Context: an optimization exercise on an open-source flow, tuned for small area and a short achievable clock period. The choices shown serve that exercise and are no tape-out recipe.
No activity file was given, so power comes from the tool's default toggle rates.

==> flow/design.v (excerpt) <==
module axis_master(
    input logic bk_start,
    input logic [31:0] bk_data,
    input logic [3:0] bk_tstrb,
    input logic [3:0] bk_tkeep,
    input logic [1:0] bk_tid,
    input logic [1:0] bk_user,
    output logic bk_nordy,
    output logic bk_done,
    input axi_aclk,
    input axi_aresetn,
    output logic axis_tvalid,
    output logic [31:0] axis_tdata,
    output logic [3:0] axis_tstrb,
    output logic [3:0] axis_tkeep,
    output logic axis_tlast,
    output logic [1:0] axis_tid,
    output logic [1:0] axis_tuser,
    input axis_tready
);
For scale: ~830 cells after synthesis, ~440 flip-flops, roughly 96 I/O pins, about 0.016 mm² of cells after synthesis.
==> module axis_master, before the edit <==
module axis_master(
    input logic bk_start,
    input logic [31:0] bk_data,
    input logic [3:0] bk_tstrb,
    input logic [3:0] bk_tkeep,
    input logic [1:0] bk_tid,
    input logic [1:0] bk_user,
    output logic bk_nordy,
    output logic bk_done,
    input axi_aclk,
    input axi_aresetn,
    output logic axis_tvalid,
    output logic [31:0] axis_tdata,
    output logic [3:0] axis_tstrb,
    output logic [3:0] axis_tkeep,
    output logic axis_tlast,
    output logic [1:0] axis_tid,
    output logic [1:0] axis_tuser,
    input axis_tready
);
    localparam DEPTH = 8, WIDTH = 44;
    logic [WIDTH - 1:0] fifo [DEPTH - 1:0];
    logic [WIDTH - 1:0] din, o_q, o_n;
    logic [7:0] d_q, d_n, w_q, w_n, cnt_q, cnt_n, nx_q, nx_n;
    logic s_q, v_q, l_q, nordy_q, v_n;
    logic full_q, full_n, wr, rd;
    logic [DEPTH - 1:0] ws_q, ws_n;    
    assign din = {bk_data, bk_tstrb, bk_tkeep, bk_tid, bk_user};
    assign wr   = bk_start & ~full_q;
    assign rd   = s_q & v_q & axis_tready;
    logic [7:0] w_inc;
    logic d_is0, d_is1, d_is2, d_is255, w_is0, w_is1, w_is255;
    logic gt1_inc, gt1_dec, gt1_same, v_inc, v_dec, v_same0, v_same1, v_clr;
    logic [7:0] nx_rot;
    logic [2:0] dl;
    logic [7:0] d_all1, d_all0, w_all1, d_tgl;
    logic up, dn;
    always_comb begin
        d_all1[0] = 1'b1;
        d_all0[0] = 1'b1;
        w_all1[0] = 1'b1;
        for (int i = 1; i < 8; i++) begin
            d_all1[i] = d_all1[i - 1] & d_q[i - 1];
            d_all0[i] = d_all0[i - 1] & ~d_q[i - 1];
            w_all1[i] = w_all1[i - 1] & w_q[i - 1];
        end
    end
    assign w_inc = w_q ^ w_all1;
    assign up    = wr & ~rd;
    assign dn    = rd & ~wr;
    assign d_tgl = ({8{up}} & d_all1) | ({8{dn}} & d_all0);
    assign d_is0   = (d_q == 8'd0);
    assign d_is1   = (d_q == 8'd1);
    assign d_is2   = (d_q == 8'd2);
    assign d_is255 = (d_q == 8'd255);
    assign w_is0   = (w_q == 8'd0);
    assign w_is1   = (w_q == 8'd1);
    assign w_is255 = (w_q == 8'd255);
    assign gt1_same = ~d_is0 & ~d_is1;
    assign gt1_inc  = ~d_is0 & ~d_is255;
    assign gt1_dec  = ~d_is1 & ~d_is2;
    assign v_inc    = gt1_inc | (d_is0 & w_is0 & ~v_q);    
    assign v_dec    = gt1_dec;                             
    assign v_same0  = gt1_same | (d_is1 & w_is1 & ~v_q);   
    assign v_same1  = gt1_same;                            
    assign v_clr    = ~w_is255;                            
    always_comb begin
        if (l_q) begin
            w_n = wr ? w_inc : 8'd0;
            d_n = wr ? w_inc : 8'd0;
            v_n = wr & v_clr;
        end
        else begin
            w_n = wr ? w_inc : w_q;
            d_n = d_q ^ d_tgl;
            case ({wr, rd})
                2'b10:   v_n = v_inc;
                2'b01:   v_n = v_dec;
                2'b11:   v_n = v_same1;
                default: v_n = v_same0;
            endcase
        end
    end
    always_comb begin
        if (l_q)
            full_n = wr & (w_q == 8'd7);
        else if (up)
            full_n = (d_q == 8'd7);
        else if (dn)
            full_n = (d_q == 8'd9);
        else
            full_n = full_q;
    end
    always_comb begin
        if (l_q & ~wr) ws_n = 8'b0000_0001;
        else if (wr)   ws_n = {ws_q[6:0], ws_q[7]};
        else           ws_n = ws_q;
    end
    assign nx_rot = {nx_q[6:0], nx_q[7]};
    always_comb begin
        if (~v_q)      nx_n = 8'b0000_0001;
        else if (~s_q) nx_n = 8'b0000_0010;
        else if (rd)   nx_n = nx_rot;
        else           nx_n = nx_q;
    end
    logic [7:0] c_all1;
    always_comb begin
        c_all1[0] = 1'b1;
        for (int i = 1; i < 8; i++)
            c_all1[i] = c_all1[i - 1] & cnt_q[i - 1];
    end
    assign cnt_n = (s_q & ~axis_tready) ? cnt_q ^ c_all1 : 8'd0;
    logic en_b, g, dl0, dl1, sv;
    logic x0, x1, y0, y1;
    logic [DEPTH - 1:0] sel, nx_hold;
    assign dl  = d_q[2:0];
    assign dl0 = (dl == 3'd0);
    assign dl1 = (dl == 3'd1);
    assign sv  = s_q & v_q;
    assign x0  = ~full_q & (d_is255 | dl0);
    assign x1  = ~full_q & (sv ? dl1 : (d_is255 | dl0));
    assign y0  = ~full_q & dl0 & ~d_is255;
    assign y1  = ~full_q & (sv ? dl1 : (dl0 & ~d_is255));
    assign g    = v_q & ~(bk_start & (axis_tready ? x1 : x0));
    assign en_b = v_q & bk_start & (axis_tready ? y1 : y0);
    assign nx_hold = s_q ? {nx_q[0], nx_q[7:1]} : nx_q;
    assign sel     = {DEPTH{g}} & (axis_tready ? nx_q : nx_hold);
    logic [WIDTH - 1:0] grp0, grp1, grp2;
    axis_aoi222 #(.WIDTH(WIDTH)) payload_g0(
        .a1({WIDTH{sel[0]}}), .a2(fifo[0]),
        .b1({WIDTH{sel[1]}}), .b2(fifo[1]),
        .c1({WIDTH{sel[2]}}), .c2(fifo[2]),
        .y(grp0));
    axis_aoi222 #(.WIDTH(WIDTH)) payload_g1(
        .a1({WIDTH{sel[3]}}), .a2(fifo[3]),
        .b1({WIDTH{sel[4]}}), .b2(fifo[4]),
        .c1({WIDTH{sel[5]}}), .c2(fifo[5]),
        .y(grp1));
    axis_aoi222 #(.WIDTH(WIDTH)) payload_g2(
        .a1({WIDTH{sel[6]}}), .a2(fifo[6]),
        .b1({WIDTH{sel[7]}}), .b2(fifo[7]),
        .c1({WIDTH{en_b}}),   .c2(din),
        .y(grp2));
    axis_nand3 #(.WIDTH(WIDTH)) payload_or(
        .a(grp0), .b(grp1), .c(grp2),
        .y(o_n));
    always_ff @(posedge axi_aclk) begin
        for (int i = 0; i < DEPTH; i++)
            if (bk_start & ~full_q & ws_q[i]) fifo[i] <= din;
    end
    always_ff @(posedge axi_aclk or negedge axi_aresetn) begin
        if (~axi_aresetn) begin
            d_q     <= 8'd0;
            w_q     <= 8'd0;
            cnt_q   <= 8'd0;
            nx_q    <= 8'b0000_0001;
            ws_q    <= 8'b0000_0001;
            full_q  <= 1'b0;
            s_q     <= 1'b0;
            v_q     <= 1'b0;
            l_q     <= 1'b0;
            nordy_q <= 1'b0;
            o_q     <= '0;
        end
        else begin
            d_q     <= d_n;
            w_q     <= w_n;
            cnt_q   <= cnt_n;
            nx_q    <= nx_n;
            ws_q    <= ws_n;
            full_q  <= full_n;
            s_q     <= v_q;
            v_q     <= v_n;
            l_q     <= v_q & ~v_n;
            nordy_q <= s_q & ~axis_tready & (cnt_q >= 8'd4) & (cnt_q != 8'd255);
            o_q     <= o_n;
        end
    end
    assign axis_tvalid = s_q;
    assign axis_tlast  = l_q;
    assign bk_done     = l_q;
    assign bk_nordy    = nordy_q;
    assign {axis_tdata, axis_tstrb, axis_tkeep, axis_tid, axis_tuser} = o_q;
endmodule
export LEC_CHECK = 0
export CAP_MARGIN = 20
export CORE_MARGIN = 2
export CORE_UTILIZATION = 40
export CTS_CLUSTER_DIAMETER = 100
export CTS_CLUSTER_SIZE = 20
export SETUP_SLACK_MARGIN = 3.0
export SLEW_MARGIN = 20
export SYNTH_HIERARCHICAL = 1
create_clock -name core_clock -period 5.0 [get_ports {axi_aclk}]
run.sh (not shown) runs the stock make flow with config.mk's settings and CLKGATE_MAP_FILE= SYNTH_SCRIPT=/design/flow/synth_recipe.tcl, a recipe that flattens the netlist after the stock synthesis.
The baseline passed the timing, DRC and antenna checks.
Then changed:
--- a/flow/design.v
+++ b/flow/design.v
@@ -37,5 +37,4 @@
     logic s_q, v_q, l_q, nordy_q, v_n;
     logic full_q, full_n, wr, rd;
-    logic [DEPTH - 1:0] ws_q, ws_n;    
     assign din = {bk_data, bk_tstrb, bk_tkeep, bk_tid, bk_user};
     assign wr   = bk_start & ~full_q;
@@ -104,9 +103,4 @@
             full_n = full_q;
     end
-    always_comb begin
-        if (l_q & ~wr) ws_n = 8'b0000_0001;
-        else if (wr)   ws_n = {ws_q[6:0], ws_q[7]};
-        else           ws_n = ws_q;
-    end
     assign nx_rot = {nx_q[6:0], nx_q[7]};
     always_comb begin
@@ -159,5 +153,5 @@
     always_ff @(posedge axi_aclk) begin
         for (int i = 0; i < DEPTH; i++)
-            if (bk_start & ~full_q & ws_q[i]) fifo[i] <= din;
+            if (bk_start & ~full_q & (w_q[2:0] == i)) fifo[i] <= din;
     end
     always_ff @(posedge axi_aclk or negedge axi_aresetn) begin
@@ -167,5 +161,4 @@
             cnt_q   <= 8'd0;
             nx_q    <= 8'b0000_0001;
-            ws_q    <= 8'b0000_0001;
             full_q  <= 1'b0;
             s_q     <= 1'b0;
@@ -180,5 +173,4 @@
             cnt_q   <= cnt_n;
             nx_q    <= nx_n;
-            ws_q    <= ws_n;
             full_q  <= full_n;
             s_q     <= v_q;
=>
- The new run produced a clean layout
- global-route usage falls by 0.88 points
- routed wire length shrinks by roughly a tenth
- worst setup slack degrades by 20 ps
- total power is lower by a few percent
- utilization fell by 0.10 points
No functional check of the RTL was part of any run of this note.

port drivers added, routing unchanged:
The results above use ideal ports. As a check the final layouts listed here were re-extracted and re-timed, cells and wires unchanged.
Step 1 (the two cells are an assumption about what drives the block):
set clk [get_ports {axi_aclk}]
set_driving_cell -lib_cell sky130_fd_sc_hd__clkbuf_16 $clk
set_driving_cell -lib_cell sky130_fd_sc_hd__buf_2 [delete_from_list [all_inputs] $clk]
Step 2 adds t to the input delays and takes it off the output delays; t is the mean of the earliest and latest rising clock arrival at the registers after step 1. Input paths then give back, and output paths get back, about the clock's delay inside the block.
a / b / c = no drivers / after step 1 / after step 2; a / b = the first two.
run	t (ns)	setup WS [ns]	hold slack, ns	worst data-port slew with drivers (ns)	cell pins on the clock port's net
the first run	0.617	2.636 / 2.636 / 2.029	0.471 / 0.471 / 0.471	0.10	1
the second run	0.611	2.616 / 2.616 / 2.039	0.469 / 0.469 / 0.469	0.12	1
After both steps setup and hold are still met in every run listed. The setup slack of the first run, which loses most, moves by 0.000 ns with the drivers and by -0.607 ns with both steps.
